This is an optimization exercise on Yosys and OpenROAD, whose aim is small area and a short achievable clock period, not a production implementation. Function was not checked in any run shown here: the RTL went through the layout flow alone.

==> flow/design.v, too long to show whole: its modules and the start of the top module <==
// module notch_filter_q15: 17138 lines
// module nf_x2: 3 lines
// module nf_ha: 4 lines
// module nf_fa: 4 lines
module notch_filter_q15 (
    input logic clk,
    input logic reset,
    input logic signed [15:0] x_in,
    output logic signed [15:0] y_out,
    input logic signed [15:0] b0,
    input logic signed [15:0] b1,
    input logic signed [15:0] b2,
    input logic signed [15:0] a1,
    input logic signed [15:0] a2
);
  // ...
==> flow/run.sh <==
#!/bin/bash
# synth_recipe.tcl (not shown) runs the flow's synth.tcl, then flattens the netlist and writes it again
# the make line also repeats each setting of config.mk as NAME=value (left out here)
make -C /OpenROAD-flow-scripts/flow DESIGN_CONFIG=/design/flow/config.mk WORK_HOME=/design/flow/orfs CLKGATE_MAP_FILE= SYNTH_SCRIPT=/design/flow/synth_recipe.tcl finish
==> flow/config.mk <==
export PLATFORM = sky130hd
export DESIGN_NAME = notch_filter_q15
export DESIGN_NICKNAME = notch_filter_q15
export VERILOG_FILES = /design/flow/design.v
export SDC_FILE = /design/flow/constraint.sdc
export NUM_CORES = 4
export LEC_CHECK = 0
export ABC_AREA = 1
export CAP_MARGIN = 20
export CORE_MARGIN = 2
export CORE_UTILIZATION = 40
export SETUP_SLACK_MARGIN = 5
export SLEW_MARGIN = 20
export SYNTH_HIERARCHICAL = 1
export SYNTH_MINIMUM_KEEP_SIZE = 0
==> flow/constraint.sdc <==
create_clock -name core_clock -period 20.5 [get_ports {clk}]
set_input_delay 4.1000 -clock core_clock [delete_from_list [all_inputs] [get_ports {clk}]]
set_output_delay 4.1000 -clock core_clock [all_outputs]
set_load 0.01 [all_outputs]
==> impl_metrics.csv, run 1 <==
group,metric,value,unit
finish,multi_input_gates,4107,
critical_path,cpPeakStageDelay,0.64,ns
finish,area_share_nonclk_buffers,6.033,%
floorplanning,fp.dieW,336.1,µm
routing,dr.max_layer_used,"met4",
place,place_area,0.04628,mm²
grt,use_met2,41.75,%
floorplanning,rows,121,
finish,num_antenna_cells,3,
grt,track_usage,26.45,%
finish,multi_input_area_share,83.81,%
critical_path,crit_end,"yq[3]$_DFF_PP0_",
finish,nNonClkInverters,259,
critical_path,cp.arrival,15.40,ns
floorplanning,core-area,0.1092,mm²
synth,yosys.area.top_type,"fa_1",
synth,yosys.area.top_type_share,36.13,%
sta,rsz0062_at_grt,"no",
run_status,status,"no timing/DRC/antenna violations",
clock_tree,post_cts_buffers,2,
critical_path,reg2reg_depth,39,
place,dp_cells,6157,
grt,busiest_layer,"met2",
clock_tree,clkSinkCount,68,
synth,synthMostInstantiatedCell,"xor2_1",
finish,clk_share,0.6464,%
finish,instances_no_fill,6219,
synth,synth_fa_ha_area_share,44.81,%
finish,final_area,0.04781,mm²
min_path,min_from,"w1[6]$_DFF_PP0_",
finish,n_sequential_cell,68,
synth,ys_async_sr_fraction,100.0,%
==> inputs of run 2 (changes only) <==
==> flow/flow/run.sh (new file) <==
#!/bin/bash
# The standard layout (standard.sh), with two changes to how it is made:
#  - every input and output port still gets its own buffer, but a plain
#    buf_1 (the resizer upsizes it where timing needs it) instead of the
#    clkdlybuf4s50_1 that buffer_ports picks by default;
#  - timing repair aims at a setup margin of 5 ns.
# Clock period, constraints and the synthesis are the standard flow's own.
export BUFFER_PORTS_ARGS="-buffer_cell sky130_fd_sc_hd__buf_1"
export SETUP_SLACK_MARGIN=5
bash standard.sh > standard.log 2>&1
==> flow/standard.sh (new file) <==
#!/bin/bash
# synth_recipe.tcl (not shown) runs the flow's synth.tcl, then flattens the netlist and writes it again
# the make line also repeats each setting of config.mk as NAME=value (left out here)
make -C /OpenROAD-flow-scripts/flow DESIGN_CONFIG=/design/flow/config.mk WORK_HOME=/design/flow/orfs CLKGATE_MAP_FILE= SYNTH_SCRIPT=/design/flow/synth_recipe.tcl "${@:-finish}"
--- a/flow/config.mk
+++ b/flow/config.mk
@@ -8,8 +8,8 @@
 export ABC_AREA = 1
 export CAP_MARGIN = 20
 export CORE_MARGIN = 2
-export CORE_UTILIZATION = 40
-export SETUP_SLACK_MARGIN = 5
+export CORE_UTILIZATION = 55
+export CTS_BUF_LIST = sky130_fd_sc_hd__clkbuf_4 sky130_fd_sc_hd__clkbuf_8
 export SLEW_MARGIN = 20
 export SYNTH_HIERARCHICAL = 1
 export SYNTH_MINIMUM_KEEP_SIZE = 0
removed: flow/run.sh
==> run 2 against run 1 <==
Net effect: wire length down 3.2%; worst setup slack better by 0.19 ns; sequential cell count unchanged; still clean on timing, DRC and antenna; die area down 27%; register-to-register slack worse by 0.17 ns; synthesized cell count unchanged; area after synthesis unchanged; worst hold slack worse by 0.0072 ns; via count down 1.4%; clock-buffer cell count unchanged; critical path type unchanged; critical endpoint unchanged.
==> impl_metrics.csv, run 2 <==
group,metric,value,unit
run_status,status,"no timing/DRC/antenna violations",
sta,setup_tns,0,ns
floorplanning,fp.dieW,287.2,µm
sta,rsz0062_at_grt,"no",
floorplanning,ioPinCount,114,
synth,yosys.area.top_type,"fa_1",
sta,finalCritPeriodShare,72.79,%
finish,layout_commonest_cell,"xor2_1",
clock_tree,cts_made_buffers,9,
finish,drive_gt1_share,7.420,%
grt,grt_max_degree,69,
synth,syn_nets,6103,
finish,top_regs,"w1: 32 flops, w2: 32 flops, yq: 4 flops",
finish,areaGrowthSynthToFinish,5.466,%
routing,drc,0,
grt,grt-ovfl-total,0,
synth,ys_seq_area_share,3.858,%
sta,finClkSkew,0.03346,ns
synth,syn_inst,4903,
critical_path,crit_slowest_cell,"fa_2",
critical_path,cpPeakStageDelay,0.58,ns
routing,vias_per_cell,6.455,
floorplanning,dieArea,0.08248,mm²
clock_tree,clk_pin_slew,0.12,ns
routing,ant_nets,0,
routing,met1Wirelength,59.93,mm
routing,vias,37420,
synth,synthTopCellsByCount,"xor2_1 (1,012), o22ai_1 (966), fa_1 (796)",
floorplanning,die_y,287.2,µm
synth,synth_edf_count,0,
routing,wl_per_cell,25.24,µm
floorplanning,core-area,0.07913,mm²
grt,grt_first_pass_wirelength,227.2,mm
sta,fmax,67.01,MHz
synth,yosys.cell_types.count,56,
sta,fin_crit,14.92,ns
place,hpwl,104.4,mm
finish,final_area,0.04652,mm²
floorplanning,start_util,55.74,%
sta,worst_pin_slew,1.108,ns
routing,routed_wl,146.3,mm
routing,drt_iter0_markers,3843,
synth,ys_async_sr_fraction,100.0,%
clock_tree,cts_root_buf,"clkbuf_8",
routing,route.met2.wl,66.54,mm
routing,firstDrtPassIters,6,
clock_tree,hold_buffers,0,
synth,syn_area,0.04411,mm²
job,cap_viol_max_count,0,
place,portBuffers,113,
critical_path,cp-start-kind,"input port",
finish,fill_cells,7196,
synth,synth_area_leaders,"fa_1 (36%), xor2_1 (20%), o22ai_1 (14%)",
synth,synth_ff_type,"dfrtp_1",
critical_path,required,20.85,ns
clock_tree,tritoncts,"built",
grt,first_global_vias,37770,
critical_path,crit_fanout,13,
floorplanning,rows,103,
critical_path,cp.arrival,15.27,ns
routing,dr.max_layer_used,"met4",
grt,antenna_found_initial,2,
place,place_area,0.04514,mm²
sta,hold_viol_final,0,
sta,max-slew-margin-rel,25.95,%
synth,synthMostInstantiatedCell,"xor2_1",
clock_tree,clock_path_buffers,2,
routing,wl_met3,12.91,mm
critical_path,end_kind,"register",
critical_path,path_class,"in -> reg",
clock_tree,htree_levels,3,
clock_tree,clock_latency,0.41,ns
synth,yosys.area.top_type_share,36.13,%
synth,avgSynthCellArea,8.996,µm²
sta,final-setup-viol-count,0,
finish,final_cell_mix,"xor2_1 (1,009), o22ai_1 (962), fa_1 (795)",
place,gp_congestion,0.9180,
sta,timing.final.max_slew_violations,0,
clock_tree,clkSinkCount,68,
synth,synth-seq-cells,68,
min_path,worstHoldPathType,"reg -> reg",
finish,nets,5939,
grt,track_usage,35.57,%
synth,ys_warn_count,7,
==> run 2: cell counts after synthesis <==
No cell type changed its count.
==> run 2: layout make-up <==
| class | instances | area [µm²] | area share, % |
|---|---|---|---|
| Multi-Input combinational cell | 4107 | 39920 | 85.81 |
| Timing Repair Buffer | 295 | 2366 | 5.086 |
| Sequential cell | 68 | 1702 | 3.658 |
| Tap cell | 1050 | 1314 | 2.824 |
| Inverter | 258 | 980.9 | 2.109 |
| Clock buffer | 9 | 123.9 | 0.2663 |
| Clock inverter | 7 | 107.6 | 0.2313 |
| Antenna cell | 2 | 5.005 | 0.01076 |
==> run 2: per-module statistics from Yosys (local to each module, per instance) <==
| module | flip-flops and latches | copies in the design | cell area [µm²] | cells |
|---|---|---|---|---|
| notch_filter_q15 | 68 | 1 | 24930 | 3848 |
| nf_fa | 0 | 796 | 20.02 | 1 |
| nf_ha | 0 | 259 | 12.51 | 1 |
==> run 2: timing repair <==
item,in CTS,in global routing
endpoints found under the setup margin,4,4
pin swaps,0,13
setup buffers,0,29
gates cloned,0,16
gates resized for setup,19,129
==> run 2: logic make-up (layout without fill, tap and decap cells) <==
| family | Yosys count | after routing | synth area share (%) |
|---|---|---|---|
| AOI/OAI and AO/OA | 1206 | 1206 | 16.93 |
| xor gates and xnor gates | 1042 | 1042 | 20.75 |
| adders and majority gates | 1102 | 1102 | 44.81 |
| buffers and inverters | 729 | 569 | 6.422 |
| DFF | 68 | 68 | 3.858 |
| other | 0 | 2 | 0 |
| and+or+nand+nor | 756 | 757 | 7.234 |
==> run 2: path summary, 6_finish.rpt <==
| check | start | endpoint | slack [ns] | cells after the start |
|---|---|---|---|---|
| min reg2reg | w1[24]$_DFF_PP0_ | w2[24]$_DFF_PP0_ | 0.37 | 0 |
| min | w1[24]$_DFF_PP0_ | w2[24]$_DFF_PP0_ | 0.37 | 0 |
| max in group asynchronous | reset | w1[31]$_DFF_PP0_ | 15.93 | 3 |
| max reg2reg | w1[1]$_DFF_PP0_ | yq[3]$_DFF_PP0_ | 8.92 | 49 |
| min in group asynchronous | reset | yq[2]$_DFF_PP0_ | 3.90 | 3 |
| max | a1[5] | yq[3]$_DFF_PP0_ | 5.58 | 54 |
==> run 2: worst max-delay path: cells and delay by family <==
| family | cells | cell delay (ns) |
|---|---|---|
| compound gates | 9 | 1.19 |
| xor+xnor | 2 | 0.49 |
| fa+ha+maj | 17 | 6.20 |
| buf+inv | 3 | 0.49 |
| simple gates | 23 | 2.78 |
==> run 2: stage by stage <==
| step | std cells | setup slack (ns) | hold WS (ns) | utilization [%] |
|---|---|---|---|---|
| after detailed placement | 5733 | 3.914 | 0.3590 | 57.05 |
| final | 5796 | 5.577 | 0.3691 | 58.79 |
| after floorplan | 4903 | 5.772 | 0.3537 | - |
| after global routing | 5794 | 4.955 | 0.3800 | 58.78 |
| after global placement | 5733 | 4.146 | 0.3597 | 57.04 |
| after CTS | 5749 | 5.008 | 0.3762 | 57.42 |
==> run 2: per-layer routing <==
metal / up-vias / track usage [%]
met5: - / 0
met4: 0 / 15.34
met3: 301 / 5.349
met2: 1914 / 55.54
met1: 18770 / 49.39
li1: 16430 / -

port drivers added, routing unchanged:
Ports are ideal in the flow. The routed layouts listed here were re-timed in OpenROAD. Step 1 (the two cells are an assumption about what drives the block):
set clk [get_ports {clk}]
set_driving_cell -lib_cell sky130_fd_sc_hd__clkbuf_16 $clk
set_driving_cell -lib_cell sky130_fd_sc_hd__buf_2 [delete_from_list [all_inputs] $clk]
Step 2, shift: input delay + t, output delay - t, t = (earliest + latest rising clock arrival at the registers) / 2. This alone moves slack from input paths to output paths. a / b / c = no drivers / after step 1 / after step 2; a / b = the first two.
run | t (ns) | setup WS [ns] | latest minus earliest clock arrival (ns)
run 1 | 0.406 | 5.385 / 5.423 / 5.017 | 0.025 / 0.025
run 2 | 0.432 | 5.577 / 5.590 / 5.158 | 0.033 / 0.034
After both steps setup and hold are still met in every run listed. The setup slack of run 2, which loses most, moves by +0.013 ns with the drivers and by -0.419 ns with both steps.
